This design comes from an exercise in tuning for small area on the open sky130 flow, not from production work. The RTL was checked by simulation tests, not by an equivalence proof against the original design. No driver is modelled on the clock port, so clock power and skew are understated where the tree is cut down; a real chip needs a root buffer or a tree. Power is estimated from default activity; no workload was simulated.

File: flow/design.v
module DP_project(
    input [1:0] mode,
    input start, cancel, door_close, fill_water, drain_water, in_clk,
    output door_lock, fill_valve, drain_valve, motor_bled,
    output [3:0] mode_led,
    output [2:0] status,
    output [4:0] ps_led,
    output [6:0] lcd_out,
    output [7:0] lcd_an
    );
    localparam IDLE = 2'd0, SPIN = 2'd1, WASH = 2'd2, RINSE = 2'd3;
    reg [3:0] k;
    reg [1:0] s;
    reg       fp;        
    wire k0   = !k[0] && !k[2];
    wire k1   = !k[1] && !k[3];
    wire k8   = !k[0] && !k[3];
    wire k9   = !k[0] && !k[1] && k[2];
    wire tick = k8 && !s[0];
    always @(posedge in_clk) begin
        if (cancel) begin
            k <= 4'b0110;
            s <= 2'd3;
        end else begin
            k <= {k[2:0], k[0] ^ k[3] ^ (!k[1] && k[2])};
            if (k9)
                s <= s + 1'b1;
        end
    end
    reg [1:0]  ps;
    reg [1:0]  step;
    reg        x;
    reg [1:0]  ml;       
    reg [7:0]  rn;       
    reg [4:0]  d;
    wire st_idle  = (ps == IDLE);
    wire st_ready = (ps == SPIN) && step[0];
    wire st_wash  = (ps == WASH);
    wire st_rinse = (ps == RINSE);
    wire st_spin  = (ps == SPIN) && !step[0];
    wire st_wr    = st_wash || st_rinse;
    wire motor    = ((st_wr && step[0]) || st_spin) && x;
    wire e        = st_wash  ? !(step == 2'b00 && !x) :
                    st_rinse ? !(!x && !step[0]) : x;
    reg [2:0] dend;
    always @(*) begin
        case (ps)
            WASH:    dend = ml[0] ? 3'b111 : 3'b000;
            RINSE:   dend = ml[1] ? 3'b100 : (ml[0] ? 3'b001 : 3'b010);
            default: dend = (ml == 2'd3) ? 3'b000 : (ml == 2'd2) ? 3'b110 : 3'b100;
        endcase
    end
    wire [7:0] r = ~rn;
    wire r0   = (r == 8'd0);
    wire done = r0 && (d[2:0] == dend);
    reg [4:0] dload;
    always @(*) begin
        case (mode)
            2'd0: dload = 5'd22;
            2'd1: dload = 5'd18;
            2'd2: dload = 5'd16;
            default: dload = 5'd4;
        endcase
    end
    wire [4:0] ddec = (d == 5'd16) ? 5'd9 : d - 1'b1;
    wire [1:0] dmode = {~d[1], d[2] ^ d[1]};
    always @(posedge in_clk) begin
        if (cancel) begin
            ps <= IDLE;
            step <= 2'b10;
            x <= 1'b0;
            ml <= 2'd0;
            rn <= 8'hff;
            d <= 5'd0;
        end else if (tick) begin
            if (!motor || done)
                rn <= 8'hff;
            else
                rn <= ~{r[6:0], ~(r[7] ^ r[5] ^ r[0] ^ (r[4] & r[3]))};
            if (st_idle)
                d <= dload;
            else if (motor && r0)
                d <= ddec;
            case (ps)
                IDLE: begin
                    if (start && door_close) begin
                        ps <= SPIN;
                        step[0] <= 1'b1;
                    end else if (start) begin
                        step[0] <= 1'b1;
                    end else begin
                        x <= 1'b1;
                        step <= 2'b00;
                        ml <= mode;
                    end
                end
                SPIN: begin
                    if (step[0]) begin  
                        x <= 1'b0;
                        step <= 2'b00;
                        ml <= dmode;
                        ps <= (dmode[1] == 1'b0) ? WASH : (dmode[0] ? SPIN : RINSE);
                    end else if (!done) begin
                        x <= 1'b1;
                    end else begin
                        x <= 1'b0;
                        step <= 2'b00;
                        ps <= IDLE;
                    end
                end
                default: begin  
                    case (step)
                        2'd0: begin
                            x <= !fill_water;
                            step <= {1'b0, fill_water};
                        end
                        2'b01: begin
                            x <= 1'b1;
                            if (done) step <= 2'b11;
                        end
                        2'b11: begin
                            x <= drain_water;
                            if (drain_water) step <= 2'b10;
                        end
                        default: begin
                            if (!x)
                                step <= 2'b00;
                            else if (st_wash) begin
                                x <= 1'b0;
                                ps <= RINSE;
                            end else begin
                                x <= 1'b0;
                                step <= 2'b00;
                                ps <= SPIN;
                            end
                        end
                    endcase
                end
            endcase
        end
    end
    wire z  = (st_idle || st_ready) && step[1];
    wire rd = st_idle && step[0];
    assign door_lock   = !st_idle;
    assign motor_bled  = motor;
    assign fill_valve  = st_wr && !step[1] && (step[0] ^ x);
    assign drain_valve = st_wr && step[1] && (step[0] ^ x);
    assign mode_led    = z ? 4'b0000 : (4'b0001 << ml);
    assign status      = !st_idle ? 3'b010 :
                         rd ? 3'b001 : e ? 3'b100 : z ? 3'b000 : 3'b010;
    reg [4:0] psl;
    always @(*) begin
        if (st_idle || st_ready)
            psl = z ? 5'b00000 : e ? 5'b00001 : 5'b10000;
        else if (st_wash)
            psl = e ? 5'b00100 : 5'b00010;
        else if (st_rinse)
            psl = e ? 5'b01000 : (ml[1] ? 5'b00010 : 5'b00100);   
        else
            psl = e ? 5'b10000 : (ml == 2'd3 ? 5'b00010 : 5'b01000);
    end
    assign ps_led = psl;
    wire       ten  = d[4] && !d[3];
    wire [3:0] unit = {d[3] && !d[4], d[2:0] & {3{!(d[4] && d[3])}}};
    reg [3:0] ur;        
    reg       tb;        
    reg       tr;        
    wire s0 = (s == 2'd0);
    wire at00 = s0 && k0;
    wire at08 = tick && !s[1];
    wire at11 = (s == 2'd1) && k1;
    always @(posedge in_clk) begin
        if (cancel) begin
            ur <= 4'd0;
            tb <= 1'b0;
            tr <= 1'b0;
            fp <= 1'b1;
        end else begin
            if (at00)
                ur <= unit;
            if (at08)
                tb <= ten;
            if (at11) begin
                tr <= ten;
                fp <= 1'b0;
            end
        end
    end
    wire       blank = fp && ((s == 2'd3) || ((s == 2'd1) && k0));
    wire [3:0] dig = s0 ? ur : {3'b000, at11 ? tb : tr};
    wire [1:0] an = {s0 || (fp && s == 2'd3), !(s0 || (fp && s == 2'd3 && k[3]))};
    wire A = dig[3], B = dig[2], C = dig[1], D = dig[0];
    wire sa = A | C | (B & D) | (!B & !D);
    wire sb = !B | (!C & !D) | (C & D);
    wire sc = B | !C | D;
    wire sd = A | (!B & !D) | (!B & C) | (C & !D) | (B & !C & D);
    wire se = (!B & !D) | (C & !D);
    wire sf = A | (!C & !D) | (B & !C) | (B & !D);
    wire sg = A | (!B & C) | (B & !C) | (C & !D);
    wire [6:0] seg = ~{sg, sf, se, sd, sc, sb, sa};
    assign lcd_out = blank ? 7'b1111111 : seg;
    assign lcd_an  = {6'b111111, an};
endmodule
File: flow/flow/run.sh
#!/bin/bash
# The standard layout (standard.sh) with these changes:
#  - synthesis: no adder-cell extraction, and the final abc mapping uses an
#    area script, tried with several seeds, keeping the smallest netlist
#    (flow/my_synth.tcl, flow/area.abc); registers are untouched;
#  - every port still gets a buffer, of the smallest buffer cell (buf_1);
#  - clock tree of clkbuf_4 cells, without dummy loads;
#  - the constant outputs share one tie cell (no tie fanout repair);
set -euo pipefail
here=$(pwd)
export MY_ABC_SCRIPT=$here/flow/area.abc
export MY_ABC_SEEDS="1 2 3 4 5 6 7 8"
args=(ADDER_MAP_FILE=
      SYNTH_SCRIPT=$here/flow/my_synth.tcl
      SKIP_REPAIR_TIE_FANOUT=1
      POST_CTS_TCL=$here/flow/post_cts.tcl
      "BUFFER_PORTS_ARGS=-buffer_cell sky130_fd_sc_hd__buf_1"
      "CTS_ARGS=-sink_clustering_enable -repair_clock_nets -buf_list sky130_fd_sc_hd__clkbuf_4 -dont_use_dummy_load")
bash standard.sh "${args[@]}" synth > synth.log 2>&1
bash standard.sh "${args[@]}" finish > finish.log 2>&1
File: flow/flow/area.abc
strash
&get -n
&deepsyn -T 30 -S @SEED@
&put
strash
dch -f
amap
topo
File: flow/flow/my_synth.tcl
# The standard flow's synthesis (synth_recipe.tcl) with one change: the final abc
# mapping runs an area-oriented script (flow/area.abc) several times with
# different random seeds for its &deepsyn step, and keeps the smallest
# result by liberty cell area.
proc synth {args} { yosys synth -nofsm -noshare {*}$args }
proc abc {args} {
  set i [lsearch -exact $args -script]
  set lib [lindex $args [expr {[lsearch -exact $args -liberty] + 1}]]
  set seeds $::env(MY_ABC_SEEDS)
  set tmpl [read [open $::env(MY_ABC_SCRIPT)]]
  yosys design -save preabc
  set best -1
  set bestseed [lindex $seeds 0]
  foreach seed $seeds {
    set f $::env(OBJECTS_DIR)/area_s$seed.abc
    set fh [open $f w]
    puts $fh [string map [list @SEED@ $seed] $tmpl]
    close $fh
    set a [lreplace $args [expr {$i+1}] [expr {$i+1}] $f]
    yosys design -load preabc
    yosys abc {*}$a
    yosys tee -q -o $::env(OBJECTS_DIR)/area_s$seed.txt stat -liberty $lib
    set fh [open $::env(OBJECTS_DIR)/area_s$seed.txt r]
    set txt [read $fh]
    close $fh
    regexp {Chip area for module[^:]*:\s*([0-9.]+)} $txt -> area
    puts "abc seed $seed: area $area"
    if {$best < 0 || $area < $best} {
      set best $area
      set bestseed $seed
      yosys design -save bestabc
    }
  }
  puts "abc: keeping seed $bestseed, area $best"
  yosys design -load bestabc
}
source $::env(SCRIPTS_DIR)/synth.tcl
# left out here: clear keep_hierarchy, flatten, clean up, hide names made inside functions, write 1_2_yosys.v
File: flow/flow/post_cts.tcl
set block [ord::get_db_block]
set port_net [[$block findBTerm in_clk] getNet]
set loads [$port_net getITerms]
if { [llength $loads] == 1 } {
  set root [[lindex $loads 0] getInst]
  set root_out ""
  foreach it [$root getITerms] {
    if { [$it isOutputSignal] } { set root_out [$it getNet] }
  }
  if { $root_out ne "" } {
    set sinks [$root_out getITerms]
    set ok 1
    set bufs {}
    foreach it $sinks {
      if { [$it isOutputSignal] } { continue }
      set inst [$it getInst]
      if { ![string match "sky130_fd_sc_hd__clkbuf_*" [[$inst getMaster] getName]] } { set ok 0 }
      lappend bufs $it
    }
    if { $ok && [llength $bufs] > 0 && [llength $bufs] <= 4 && [llength [$root_out getBTerms]] == 0 } {
      foreach it $bufs {
        $it disconnect
        $it connect $port_net
      }
      [lindex $loads 0] disconnect
      odb::dbInst_destroy $root
      odb::dbNet_destroy $root_out
      puts "post_cts: removed root clock buffer, clock port drives [llength $bufs] clock buffers"
    } else {
      puts "post_cts: clock tree left as built"
    }
  }
}
File: flow/standard.sh
#!/bin/bash
# synth_recipe.tcl (not shown) runs the flow's synth.tcl, then flattens the netlist and writes it again
# the make line also repeats each setting of config.mk as NAME=value (left out here)
make -C /OpenROAD-flow-scripts/flow DESIGN_CONFIG=/design/flow/config.mk WORK_HOME=/design/flow/orfs CLKGATE_MAP_FILE= SYNTH_SCRIPT=/design/flow/synth_recipe.tcl "${@:-finish}"
File: flow/config.mk
export PLATFORM = sky130hd
export DESIGN_NAME = DP_project
export DESIGN_NICKNAME = DP_project
export VERILOG_FILES = /design/flow/design.v
export SDC_FILE = /design/flow/constraint.sdc
export NUM_CORES = 4
export LEC_CHECK = 0
export ABC_AREA = 1
export CAP_MARGIN = 20
export CORE_MARGIN = 2
export CORE_UTILIZATION = 40
export PLACE_DENSITY = 0.6
export SLEW_MARGIN = 20
File: flow/constraint.sdc
create_clock -name core_clock -period 15.0 [get_ports {in_clk}]
set_input_delay 3.0000 -clock core_clock [delete_from_list [all_inputs] [get_ports {in_clk}]]
set_output_delay 3.0000 -clock core_clock [all_outputs]
set_load 0.01 [all_outputs]
==> results of run 1 <==
-- flip-flops by register name (all words and copies together) (netlist names) --
name / count
rn: 8
d: 5
k: 4
ur: 4
ml: 2
ps: 2
s: 2
step: 2
fp: 1
tb: 1
tr: 1
x: 1
-- power groups by stage --
stage | registers [mW] | logic [mW] | clock network (mW)
global placement | 0.0973 | 0.0368 | 0
detailed placement | 0.0971 | 0.0369 | 0
floorplan | 0.0961 | 0.0268 | 0
global route | 0.0959 | 0.0419 | 0.0382
finish | 0.0951 | 0.0369 | 0.0333
-- Yosys cell counts (all sizes together), types with 2 or more instances --
master and number:
nor2 44, clkinv 33, dfxtp 33, a21oi 21, nand2 21, nor3 18, o21ai 11, o22a 7
o22ai 7, buf 6, o21a 5, a221oi 4, nand3 4, nor4 4, or2 3, a211oi 2
a31oi 2, a32oi 2, or3 2
-- placed cells by master, fill, tap and decap left out, types with 2 or more instances in the layout --
cell	instances
a211oi_1	2
a21oi_1	21
a221oi_1	4
a31oi_1	2
a32oi_1	2
buf_1	32
clkbuf_4	4
clkinv_1	33
dfxtp_1	33
nand2_1	21
nand3_1	4
nor2_1	44
nor3_1	18
nor4_1	4
o21a_1	5
o21ai_0	11
o22a_1	7
o22ai_1	7
or2_0	3
or3_1	2
-- per-stage QoR --
| stage | hold slack (ns) | utilization | setup WS [ns] | power, mW | instances |
|---|---|---|---|---|---|
| 6_report | 0.447 | 0.466 | 9.85 | 0.165 | 322 |
| 5_1_grt | 0.480 | 0.466 | 9.46 | 0.176 | 322 |
| 3_5_place_dp | 0.437 | 0.459 | 10.04 | 0.134 | 318 |
| 3_3_place_gp | 0.429 | 0.459 | 10.13 | 0.134 | 318 |
| 2_1_floorplan | 0.415 | - | 10.08 | 0.123 | 241 |
-- routing by layer --
metal  vias to the layer above  global-route usage
met2                        28               0.263
met1                       770               0.230
met3                         3              0.0509
met4                         0              0.0436
li1                        922                   -
met5                         -                   0
-- layout make-up --
class,count,area share
Clock buffer,4,0.0159
Sequential cell,33,0.349
Inverter,33,0.0655
Tap cell,50,0.0331
Timing Repair Buffer,33,0.0675
Multi-Input combinational cell,169,0.469
-- path summary, 6_finish.rpt --
check / cells after the start / start / to
min reg2reg: 2 / k[2] / k[3]
max reg2reg: 13 / ps[0] / d[2]
max: 8 / s[0] / lcd_out[0]
min: 2 / k[2] / k[3]
-- kinds of logic after synthesis --
group,share of synthesized area
DFF,0.385
buffers and inverters,0.0985
AOI/OAI and AO/OA,0.260
and+or+nand+nor,0.255
other,0.00219
-- critical path, delay by kind of cell (launching register included) --
family / cells / cell delay [ns]
flops: 1 / 0.36
buf+inv: 3 / 0.42
compound gates: 2 / 0.44
simple gates: 3 / 0.78
==> flow_summary.json, run 1 <==
{
  "crit_type": "reg -> out",
  "regArea_um2": 661,
  "cpMostUsedCell": "clkinv_1",
  "tightest_slew_ns": 0.810,
  "min_period_over_period": 0.343,
  "crit_slowest_cell": "nor4_1",
  "synthFlopType": "dfxtp_1",
  "grt_use_total": 0.169,
  "dr.first_iter.drc_count": 106,
  "multi_input_area_um2": 886,
  "power_frac_comb": 0.223,
  "place_area_um2": 1860,
  "gp_congestion": 0.929,
  "syn_area_um2": 1720,
  "std_cell_rows": 23,
  "clkLatencyLatePin_ns": 0.16,
  "critPathMaxStageDelay_ns": 0.52,
  "ir_drop_v": 0.0000589,
  "endpoint_kind": "output port",
  "place.port_buffers": 32,
  "antenna_found_initial": 0,
  "die_w_um": 69.5,
  "hold_violations": 0,
  "nFillCells": 440,
  "wl_met2_um": 1800,
  "netlist_instances": 241,
  "drive_gt1_frac": 0.0184,
  "fin_area_um2": 1890,
  "via_per_inst": 5.35,
  "place_hpwl_um": 3100,
  "synth_edf_count": 0,
  "top_layer_used": "met4",
  "synth_top_area_share": 0.385,
  "ys_seq_area_frac": 0.385,
  "post_synth.cell_area_avg_um2": 7.12,
  "fmax_ghz": 0.194,
  "n_antenna_cell": 0,
  "first_global_vias": 1548,
  "outcome": "complete, no violations",
  "drcViolationCount": 0,
  "setup_viol": 0,
  "clock_skew_ns": 0.0135,
  "wl_met3_um": 179,
  "clk_pin_slew_ns": 0.08,
  "finalNetCount": 282,
  "synthToLayoutAreaGrowth_pct": 10.2,
  "io_pins": 39,
  "rsz0062_at_grt": "no",
  "yosys_warnings": 1,
  "intPower_mw": 0.116,
  "seq_power_share": 0.576,
  "critPathLaunchType": "register",
  "clock-sinks": 33,
  "power_switching_mw": 0.0490,
  "crit_required_ns": 12.00,
  "die_h_um": 69.5,
  "start_util": 0.423,
  "synth_seq_cells": 33,
  "p_leak_nw": 0.652,
  "swShare": 0.297,
  "p_per_area_nw_per_um2": 87.4,
  "synth_top_area_cell": "dfxtp_1",
  "grt_max_degree": 19,
  "max-slew-margin-rel": 0.460,
  "rrSetupSlack_ns": 11.66,
  "fin_setup_tns_ns": 0,
  "firstDrtPassIters": 4,
  "grt_overflow": 0,
  "hp-class": "reg -> reg",
  "crit_arrival_ns": 2.15,
  "core_area_um2": 4060,
  "slew_violations": 0,
  "die_area_um2": 4830,
  "grt_pass1_wl_um": 6790,
  "wl_met1_um": 1950,
  "ant_nets": 0,
  "period_needed_ns": 5.15,
  "yosys-top-cells-area": "dfxtp_1 (39%), nor2_1 (9.6%), clkinv_1 (7.2%)",
  "ys_async_sr_fraction": 0,
  "crit_fanout": 6,
  "synth_cell_type_count": 31,
  "p_clk_frac": 0.201,
  "drt-total-wl_um": 3960,
  "max_cap_violations": 0,
  "routedWlPerCell_um": 12.3,
  "synth.net_count": 249,
  "vias": 1723,
  "path_cells": "clkinv_1 -> nor4_1 -> nand2_1 -> a41oi_1 -> clkinv_1 -> nor2_1 -> o21a_1 -> buf_1"
}
==> run 2: changes to the inputs <==
--- a/flow/flow/run.sh
+++ b/flow/flow/run.sh
@@ -9,7 +9,7 @@
 set -euo pipefail
 here=$(pwd)
 export MY_ABC_SCRIPT=$here/flow/area.abc
-export MY_ABC_SEEDS="1 2 3 4 5 6 7 8"
+export MY_ABC_SEEDS="3"
 args=(ADDER_MAP_FILE=
       SYNTH_SCRIPT=$here/flow/my_synth.tcl
       SKIP_REPAIR_TIE_FANOUT=1
==> flow/flow/post_cts.tcl (replaced) <==
# After clock tree synthesis:
# 2. Then, while a leaf clock buffer's registers can be shared among the
#    other leaf buffers with each driving at most 12 registers, move each
#    of its registers to the nearest other leaf buffer and remove it.
# Every register still gets its clock through exactly one clock buffer.
set block [ord::get_db_block]
set port_net [[$block findBTerm in_clk] getNet]

proc out_net {inst} {
  foreach it [$inst getITerms] {
    if { [$it isOutputSignal] } { return [$it getNet] }
  }
  return ""
}
proc is_clkbuf {inst} {
  return [string match "sky130_fd_sc_hd__clkbuf_*" [[$inst getMaster] getName]]
}
proc sinks_of {net} {
  set r {}
  foreach it [$net getITerms] {
    if { ![$it isOutputSignal] } { lappend r $it }
  }
  return $r
}

set loads [sinks_of $port_net]
if { [llength $loads] == 1 && [is_clkbuf [[lindex $loads 0] getInst]] } {
  set root [[lindex $loads 0] getInst]
  set root_out [out_net $root]
  set bufs [sinks_of $root_out]
  set ok [expr {[llength [$root_out getBTerms]] == 0 && [llength $bufs] <= 4}]
  foreach it $bufs { if { ![is_clkbuf [$it getInst]] } { set ok 0 } }
  if { $ok } {
    foreach it $bufs { $it disconnect; $it connect $port_net }
    [lindex $loads 0] disconnect
    odb::dbInst_destroy $root
    odb::dbNet_destroy $root_out
    puts "post_cts: removed root clock buffer"
  }
}

set maxload 12
while {1} {
  set leaves {}
  set total 0
  foreach it [sinks_of $port_net] {
    set inst [$it getInst]
    if { ![is_clkbuf $inst] } { set leaves {}; break }
    set n [out_net $inst]
    foreach s [sinks_of $n] {
      if { [is_clkbuf [$s getInst]] } { set leaves {}; break }
    }
    lappend leaves $inst
    incr total [llength [sinks_of $n]]
  }
  if { [llength $leaves] < 2 } { break }
  if { $total > $maxload * ([llength $leaves] - 1) } { break }
  # remove the leaf with the fewest registers
  set victim ""
  set vn 1000000
  foreach l $leaves {
    set c [llength [sinks_of [out_net $l]]]
    if { $c < $vn } { set vn $c; set victim $l }
  }
  set others {}
  foreach l $leaves { if { $l ne $victim } { lappend others $l } }
  set count [dict create]
  foreach l $others { dict set count [$l getName] [llength [sinks_of [out_net $l]]] }
  set vnet [out_net $victim]
  set moved 1
  foreach s [sinks_of $vnet] {
    set loc [[$s getInst] getLocation]
    set best ""
    set bd 1e18
    foreach l $others {
      if { [dict get $count [$l getName]] >= $maxload } { continue }
      set ll [$l getLocation]
      set dd [expr {abs([lindex $ll 0]-[lindex $loc 0]) + abs([lindex $ll 1]-[lindex $loc 1])}]
      if { $dd < $bd } { set bd $dd; set best $l }
    }
    if { $best eq "" } { set moved 0; break }
    $s disconnect
    $s connect [out_net $best]
    dict incr count [$best getName]
  }
  if { !$moved } { puts "post_cts: could not share a leaf's registers"; break }
  foreach it [$victim getITerms] { if { [$it getNet] ne "NULL" } { $it disconnect } }
  odb::dbInst_destroy $victim
  odb::dbNet_destroy $vnet
  puts "post_cts: removed leaf clock buffer, [llength $others] left"
}
==> run 2 against run 1 <==
  * Via count rose by 2.1%
  * Total power rose by 1.7%
  * Maximum frequency fell by 0.14%
  * Critical path type unchanged
  * Largest power group unchanged
  * Routed wire length rose by 3.3%
  * Flip-flop and latch count did not move
==> flow_summary.json, run 2 <==
{
  "fin_setup_tns_ns": 0,
  "tightest_slew_ns": 0.611,
  "n_antenna_cell": 0,
  "io_pins": 39,
  "layout_commonest_cell": "nor2_1",
  "post_synth.cell_area_avg_um2": 7.16,
  "max_cap_violations": 0,
  "min_to": "k[3]",
  "path_cells": "clkinv_1 -> nor4_1 -> nand2b_1 -> a31oi_1 -> nor2_1 -> clkinv_1 -> o21ai_0 -> o21ai_0 -> buf_1",
  "yosys_warnings": 1,
  "synth_seq_cells": 33,
  "clkLatencyLatePin_ns": 0.18,
  "crit_required_ns": 12.00,
  "largest_register_ffs": 8,
  "whs_ns": 0.457,
  "ant_nets": 0,
  "synth_edf_count": 0,
  "critPathLaunchType": "register",
  "holdCritStartpoint": "k[2]",
  "dp_slack_ns": 9.99,
  "setup_viol": 0,
  "slew_violations": 0,
  "netlist_instances": 243,
  "regMostFlops": "rn",
  "finalPower_mw": 0.168,
  "place.port_buffers": 32,
  "drt-total-wl_um": 4090,
  "drcViolationCount": 0,
  "fmax_ghz": 0.194,
  "yosys-top-cells-area": "dfxtp_1 (38%), nor2_1 (8.4%), clkinv_1 (7.3%)",
  "firstDrtPassIters": 4,
  "start_util": 0.426,
  "grt_use_total": 0.174,
  "r2r_cells": 12,
  "setup_ws_ns": 9.84,
  "crit_arrival_ns": 2.16,
  "vias": 1760,
  "final_util": 0.465,
  "gp_congestion": 0.920,
  "p_leak_nw": 0.649,
  "synthTopCellsByCount": "nor2_1 (39), clkinv_1 (34), dfxtp_1 (33)",
  "layout_common_cells": "nor2_1 (39), clkinv_1 (34), dfxtp_1 (33)",
  "finalNetCount": 282,
  "synth.net_count": 251,
  "core_area_um2": 4090,
  "endpoint_kind": "output port",
  "crit_type": "reg -> out",
  "period_needed_ns": 5.16,
  "ys_async_sr_fraction": 0,
  "synthToLayoutAreaGrowth_pct": 9.20,
  "ir_drop_v": 0.0000319,
  "synth_top_area_share": 0.380,
  "place_hpwl_um": 3100,
  "die_w_um": 70.0,
  "grt_max_degree": 15,
  "crit_slowest_cell": "nor4_1",
  "routedWlPerCell_um": 12.7,
  "grt_pass1_wl_um": 7130,
  "p_per_area_nw_per_um2": 88.4,
  "dr.first_iter.drc_count": 137,
  "synth_cell_type_count": 32,
  "critPathMaxStageDelay_ns": 0.52,
  "std_cell_rows": 23,
  "first_global_vias": 1605,
  "rsz0062_at_grt": "no",
  "grt_overflow": 0,
  "crit_fanout": 5,
  "hp-class": "reg -> reg",
  "outcome": "complete, no violations",
  "worstReg2RegStart": "ps[0]",
  "syn_area_um2": 1740,
  "via_per_inst": 5.47,
  "antenna_found_initial": 0,
  "clock-sinks": 33,
  "min_period_over_period": 0.344,
  "die_area_um2": 4890,
  "synthFlopType": "dfxtp_1",
  "synth_top_area_cell": "dfxtp_1",
  "die_h_um": 70.0,
  "clock_skew_ns": 0.0124,
  "hold_path_depth": 2,
  "largestRegisters": "rn: 8 flops, d: 5 flops",
  "synth.most_common_cell": "nor2_1",
  "rrSetupSlack_ns": 12.09,
  "ys_seq_area_frac": 0.380,
  "max-slew-margin-rel": 0.593,
  "clk_pin_slew_ns": 0.12,
  "hold_violations": 0,
  "drive_gt1_frac": 0.0110,
  "r2r_end": "d[1]"
}
==> run 2: cell types whose count changed after synthesis, sizes merged, moves of 3 or more <==
cell	change
nor2	-5
o21a	-4
nand2	+3
o22ai	-3
a221oi	-4
a21oi	-4
a31oi	+5
a22oi	+4
a211oi	+3
nor3	-8
o21ai	+11
nor4	-3
==> run 2: kinds of logic after synthesis <==
| logic type | count (synthesis) | synth area share |
|---|---|---|
| buf+inv | 40 | 0.0992 |
| compound gates | 81 | 0.301 |
| other cells | 1 | 0.00215 |
| flops | 33 | 0.380 |
| simple gates | 88 | 0.218 |
==> run 2: worst max path at each step <==
stage,start,endpoint
3_3_place_gp,s[0],lcd_out[3]
3_5_place_dp,cancel,d[1]
6_report,s[0],lcd_out[3]
5_1_grt,s[0],lcd_out[3]
2_1_floorplan,s[1],lcd_out[3]
==> run 2: worst max-delay path, delay by kind of cell, from the launching register on <==
kind	cells	cell delay, ns
AOI/OAI and AO/OA	3	0.34
buffers and inverters	3	0.38
DFF	1	0.40
and+or+nand+nor	3	0.87
==> run 2: final cells by class <==
cell class              count  area (um2)
fillers                   445        2190
multi-input cells         170         907
flip-flops and latches     33         661
inverters                  34         128
repair buffers             32         120
well taps                  50        62.6
clock buffers               3        22.5
==> run 2: power breakdown <==
group          internal, mW  leakage [nW]  total, mW  switching, mW
registers            0.0911         0.268     0.0957        0.00465
logic                0.0128         0.367     0.0397         0.0269
clock network       0.00963        0.0138     0.0326         0.0230
==> run 2: through the flow <==
| step | cells | cell area [um2] |
|---|---|---|
| final | 322 | 1900 |
| after global routing | 322 | 1900 |
| after detailed placement | 319 | 1880 |
| after global placement | 319 | 1880 |
| after floorplan | 243 | 1740 |
==> run 2: metal layers <==
layer | vias up | global-route usage | share of wire
met4 | 0 | 0.0641 | 0.0046
li1 | 916 | - | -
met5 | - | 0 | 0
met2 | 52 | 0.278 | 0.46
met3 | 2 | 0.0274 | 0.049
met1 | 790 | 0.238 | 0.49

==> port drivers added, routing unchanged <==
No port has a modelled driver above. Below, the same layouts with a new extraction and two added sets of constraints.
Step 1 (the two cells are an assumption about what drives the block):
set clk [get_ports {in_clk}]
set_driving_cell -lib_cell sky130_fd_sc_hd__clkbuf_16 $clk
set_driving_cell -lib_cell sky130_fd_sc_hd__buf_2 [delete_from_list [all_inputs] $clk]
Step 2 also shifts input and output timing later by t, the mid clock arrival at the registers, as if the neighbouring blocks saw the same clock.
Slacks: ideal / step 1 / step 2; pairs: ideal / step 1.
run	t, ns	setup WS [ns]	hold WS [ns]	worst slew at a driven data input, ns	pins driven straight from the clock port
run 1	0.194	9.850 / 9.806 / 10.000	0.447 / 0.447 / 0.447	0.03	4
run 2	0.208	9.843 / 9.808 / 9.991	0.457 / 0.457 / 0.457	0.03	3
After both steps every run listed still meets setup and hold.
